Background: an optimization exercise with open tools, aiming at small area, a short achievable clock period and few clock cycles. Do not read the settings as production practice.
Where RTL was checked, it was by simulation tests only, not by an equivalence proof against the original.
The clock input has no modelled driver; a real chip could not lean on it and would need a root buffer or a full tree.
No activity file was given, so power comes from the tool's default toggle rates.

==> module fact_machine_wrapper, before the edit <==
module fact_machine_wrapper(
    input logic rst, go, clk,
    input logic [31:0] n,
    output logic [31:0] result,
    output logic done
    );
    logic        busy;        
    logic [5:0]  code;        
    logic [31:0] table_out;   
    assign table_out[0] = (code == 6'd0) | (code == 6'd1);
    assign table_out[1] = (code == 6'd2) | (code == 6'd3);
    assign table_out[2] = (code == 6'd3);
    assign table_out[3] = (code == 6'd4) | (code == 6'd5);
    assign table_out[4] = (code == 6'd4) | (code == 6'd5) | (code == 6'd6) | (code == 6'd7);
    assign table_out[5] = (code == 6'd5) | (code == 6'd7);
    assign table_out[6] = (code == 6'd5) | (code == 6'd6);
    assign table_out[7] = (code == 6'd6) | (code == 6'd7) | (code == 6'd8) | (code == 6'd9);
    assign table_out[8] = (code == 6'd7) | (code == 6'd8) | (code == 6'd9) | (code == 6'd10) | (code == 6'd11);
    assign table_out[9] = (code == 6'd6) | (code == 6'd7) | (code == 6'd10);
    assign table_out[10] = (code == 6'd8) | (code == 6'd10) | (code == 6'd11) | (code == 6'd12) | (code == 6'd13);
    assign table_out[11] = (code == 6'd8) | (code == 6'd9) | (code == 6'd10) | (code == 6'd12) | (code == 6'd13) | (code == 6'd14) | (code == 6'd15);
    assign table_out[12] = (code == 6'd7) | (code == 6'd8) | (code == 6'd10) | (code == 6'd11) | (code == 6'd12) | (code == 6'd15);
    assign table_out[13] = (code == 6'd12) | (code == 6'd14);
    assign table_out[14] = (code == 6'd10) | (code == 6'd12) | (code == 6'd13) | (code == 6'd15);
    assign table_out[15] = (code == 6'd8) | (code == 6'd9) | (code == 6'd12) | (code == 6'd13) | (code == 6'd16) | (code == 6'd17);
    assign table_out[16] = (code == 6'd9) | (code == 6'd10) | (code == 6'd11) | (code == 6'd14) | (code == 6'd15) | (code == 6'd16) | (code == 6'd17) | (code == 6'd18) | (code == 6'd19);
    assign table_out[17] = (code == 6'd10) | (code == 6'd14) | (code == 6'd15) | (code == 6'd18);
    assign table_out[18] = (code == 6'd9) | (code == 6'd10) | (code == 6'd12) | (code == 6'd15) | (code == 6'd16) | (code == 6'd17) | (code == 6'd20) | (code == 6'd21);
    assign table_out[19] = (code == 6'd12) | (code == 6'd13) | (code == 6'd14) | (code == 6'd17) | (code == 6'd19) | (code == 6'd22) | (code == 6'd23);
    assign table_out[20] = (code == 6'd10) | (code == 6'd14) | (code == 6'd15) | (code == 6'd16) | (code == 6'd18) | (code == 6'd20) | (code == 6'd22);
    assign table_out[21] = (code == 6'd10) | (code == 6'd11) | (code == 6'd13) | (code == 6'd14) | (code == 6'd15) | (code == 6'd16) | (code == 6'd18) | (code == 6'd20) | (code == 6'd23);
    assign table_out[22] = (code == 6'd11) | (code == 6'd15) | (code == 6'd16) | (code == 6'd17) | (code == 6'd18) | (code == 6'd21) | (code == 6'd22) | (code == 6'd23) | (code == 6'd24) | (code == 6'd25);
    assign table_out[23] = (code == 6'd12) | (code == 6'd17) | (code == 6'd19) | (code == 6'd20) | (code == 6'd21) | (code == 6'd22) | (code == 6'd24) | (code == 6'd25) | (code == 6'd26) | (code == 6'd27);
    assign table_out[24] = (code == 6'd13) | (code == 6'd15) | (code == 6'd16) | (code == 6'd23) | (code == 6'd24) | (code == 6'd25) | (code == 6'd26);
    assign table_out[25] = (code == 6'd11) | (code == 6'd13) | (code == 6'd15) | (code == 6'd16) | (code == 6'd17) | (code == 6'd18) | (code == 6'd19) | (code == 6'd20) | (code == 6'd23) | (code == 6'd25) | (code == 6'd28) | (code == 6'd29);
    assign table_out[26] = (code == 6'd12) | (code == 6'd14) | (code == 6'd15) | (code == 6'd16) | (code == 6'd17) | (code == 6'd19) | (code == 6'd28) | (code == 6'd29) | (code == 6'd30) | (code == 6'd31);
    assign table_out[27] = (code == 6'd12) | (code == 6'd14) | (code == 6'd17) | (code == 6'd18) | (code == 6'd21) | (code == 6'd25) | (code == 6'd27) | (code == 6'd28) | (code == 6'd31);
    assign table_out[28] = (code == 6'd12) | (code == 6'd13) | (code == 6'd15) | (code == 6'd16) | (code == 6'd21) | (code == 6'd23) | (code == 6'd24) | (code == 6'd25) | (code == 6'd26) | (code == 6'd27) | (code == 6'd29) | (code == 6'd30);
    assign table_out[29] = (code == 6'd13) | (code == 6'd15) | (code == 6'd16) | (code == 6'd17) | (code == 6'd21) | (code == 6'd22) | (code == 6'd23) | (code == 6'd25) | (code == 6'd28) | (code == 6'd29) | (code == 6'd31);
    assign table_out[30] = (code == 6'd13) | (code == 6'd14) | (code == 6'd15) | (code == 6'd16) | (code == 6'd17) | (code == 6'd18) | (code == 6'd22) | (code == 6'd24) | (code == 6'd25) | (code == 6'd27) | (code == 6'd30);
    assign table_out[31] = (code == 6'd17) | (code == 6'd18) | (code == 6'd20) | (code == 6'd21) | (code == 6'd22) | (code == 6'd24) | (code == 6'd26) | (code == 6'd28) | (code == 6'd29) | (code == 6'd32) | (code == 6'd33);
    always_ff @(posedge clk) begin
        if (rst) begin
            busy <= 1'b0;
            done <= 1'b0;
        end else begin
            busy <= go;
            done <= ~go & (done | busy);
        end
    end
    always_ff @(posedge clk) begin
        if (go)
            code <= n[5:0] | {6{|n[31:6]}};
        result <= table_out;
    end
endmodule
clock: 5.0 ns
lec_check: 0
abc_area: 1
cap_margin: 20
core_margin: 2
core_utilization: 25
setup_slack_margin: 3.25
slew_margin: 20
standard.sh (not shown) runs the stock make flow with config.mk's settings and CLKGATE_MAP_FILE= SYNTH_SCRIPT=/design/flow/synth_recipe.tcl, a recipe that flattens the netlist after the stock synthesis.
==> flow/flow/run.sh <==
#!/bin/bash
# The standard layout (standard.sh), with these changes:
#  - each port's buffer is a plain buf_1;
#  - if flow/resyn.scr exists, the combinational logic of the standard
#    synthesis is re-synthesised with that ABC script (flow/resyn.tcl);
#    flip-flops are kept exactly as the standard synthesis made them;
#  - after CTS, the clock tree is replaced by three clock buffers on the
#    clock port, each driving a third of the registers (flow/onebuf.tcl), so
#    every register's clock passes through one buffer of the same kind.
# Each tool's output goes to a log of its own in this folder.
set -euo pipefail
W=$(pwd)
R=$W/orfs/results/sky130hd/fact_machine_wrapper/base
export BUFFER_PORTS_ARGS="-buffer_cell sky130_fd_sc_hd__buf_1"
if [[ -f $W/flow/resyn.scr ]]; then
  bash standard.sh $R/1_2_yosys.v > standard_synth.log 2>&1
  cp $R/1_2_yosys.v $W/standard_1_2_yosys.v
  YOSYS=${YOSYS_EXE:-$(dirname "$FLOW_HOME")/tools/install/yosys/bin/yosys}
  LIB=$FLOW_HOME/platforms/sky130hd/lib/sky130_fd_sc_hd__tt_025C_1v80.lib \
  IN=$W/standard_1_2_yosys.v OUT=$W/resyn.v TOP=$FLOW_TOP ABCSCRIPT=$W/flow/resyn.scr \
    $YOSYS -c $W/flow/resyn.tcl > resyn.log 2>&1
  cp $W/resyn.v $R/1_2_yosys.v
fi
bash standard.sh $R/4_cts.odb > standard_to_cts.log 2>&1
IN_ODB=$R/4_cts.odb OUT_ODB=$R/4_cts.odb CLK_NBUF=3 CLK_BUF=sky130_fd_sc_hd__clkbuf_8 CLK_PORT=clk \
PLATFORM_DIR=$FLOW_HOME/platforms/sky130hd \
  openroad -no_init -exit $W/flow/onebuf.tcl > onebuf.log 2>&1
bash standard.sh > standard.log 2>&1
Other scripts of this flow, unchanged in this note and not shown: flow/flow/onebuf.tcl, flow/flow/resyn.tcl
Testbench counts at the start, summed over its fixed seeds: cycles 960.
Rerun with:
--- a/flow/design.v
+++ b/flow/design.v
@@ -3,12 +3,13 @@
     input logic [31:0] n,
     output logic [31:0] result,
     output logic done
     );
     logic        busy;        
     logic [5:0]  code;        
+    logic        big;         
     logic [31:0] table_out;   
     assign table_out[0] = (code == 6'd0) | (code == 6'd1);
     assign table_out[1] = (code == 6'd2) | (code == 6'd3);
     assign table_out[2] = (code == 6'd3);
     assign table_out[3] = (code == 6'd4) | (code == 6'd5);
     assign table_out[4] = (code == 6'd4) | (code == 6'd5) | (code == 6'd6) | (code == 6'd7);
@@ -46,11 +47,13 @@
         end else begin
             busy <= go;
             done <= ~go & (done | busy);
         end
     end
     always_ff @(posedge clk) begin
-        if (go)
-            code <= n[5:0] | {6{|n[31:6]}};
-        result <= table_out;
+        if (go) begin
+            code <= n[5:0];
+            big  <= |n[31:6];
+        end
+        result <= big ? 32'd0 : table_out;
     end
 endmodule
What happened: The changed run went through all stages and came out clean; clock power rises by about 3%; clock skew rises by 7.8 ps; power rises by 6.9%; setup slack gets worse by 82 ps; hold slack gets better by 9.4 ps; routed wire length rises by 10%.
The RTL of the second run of this note was laid out without a check of its function. In every run of this note, the design's own scripts or RTL, not TritonCTS, make the clock network.

==> port drivers added, routing unchanged <==
The flow's constraints put no driver on any port. The routed layouts listed below were extracted and timed again, unchanged, in two steps.
Step 1: set_driving_cell puts a clkbuf_16 on clk and a buf_2 on each other input, an assumption about the parent block.
Step 2, shift: input delay + t, output delay - t, t = (earliest + latest rising clock arrival at the registers) / 2. This alone moves slack from input paths to output paths.
Three values: ideal, step 1, step 2; two values: the first two.
run | t (ns) | slack for setup (ns) | cell pins on the clock port's net
the first run | 0.186 | 3.357 / 3.334 / 3.196 | 3
the second run | 0.191 | 3.275 / 3.301 / 3.110 | 3
After both steps every run listed still meets setup and hold. For the second run, which loses most, drivers alone change the setup slack by +0.026 ns; drivers and shift together by -0.165 ns.
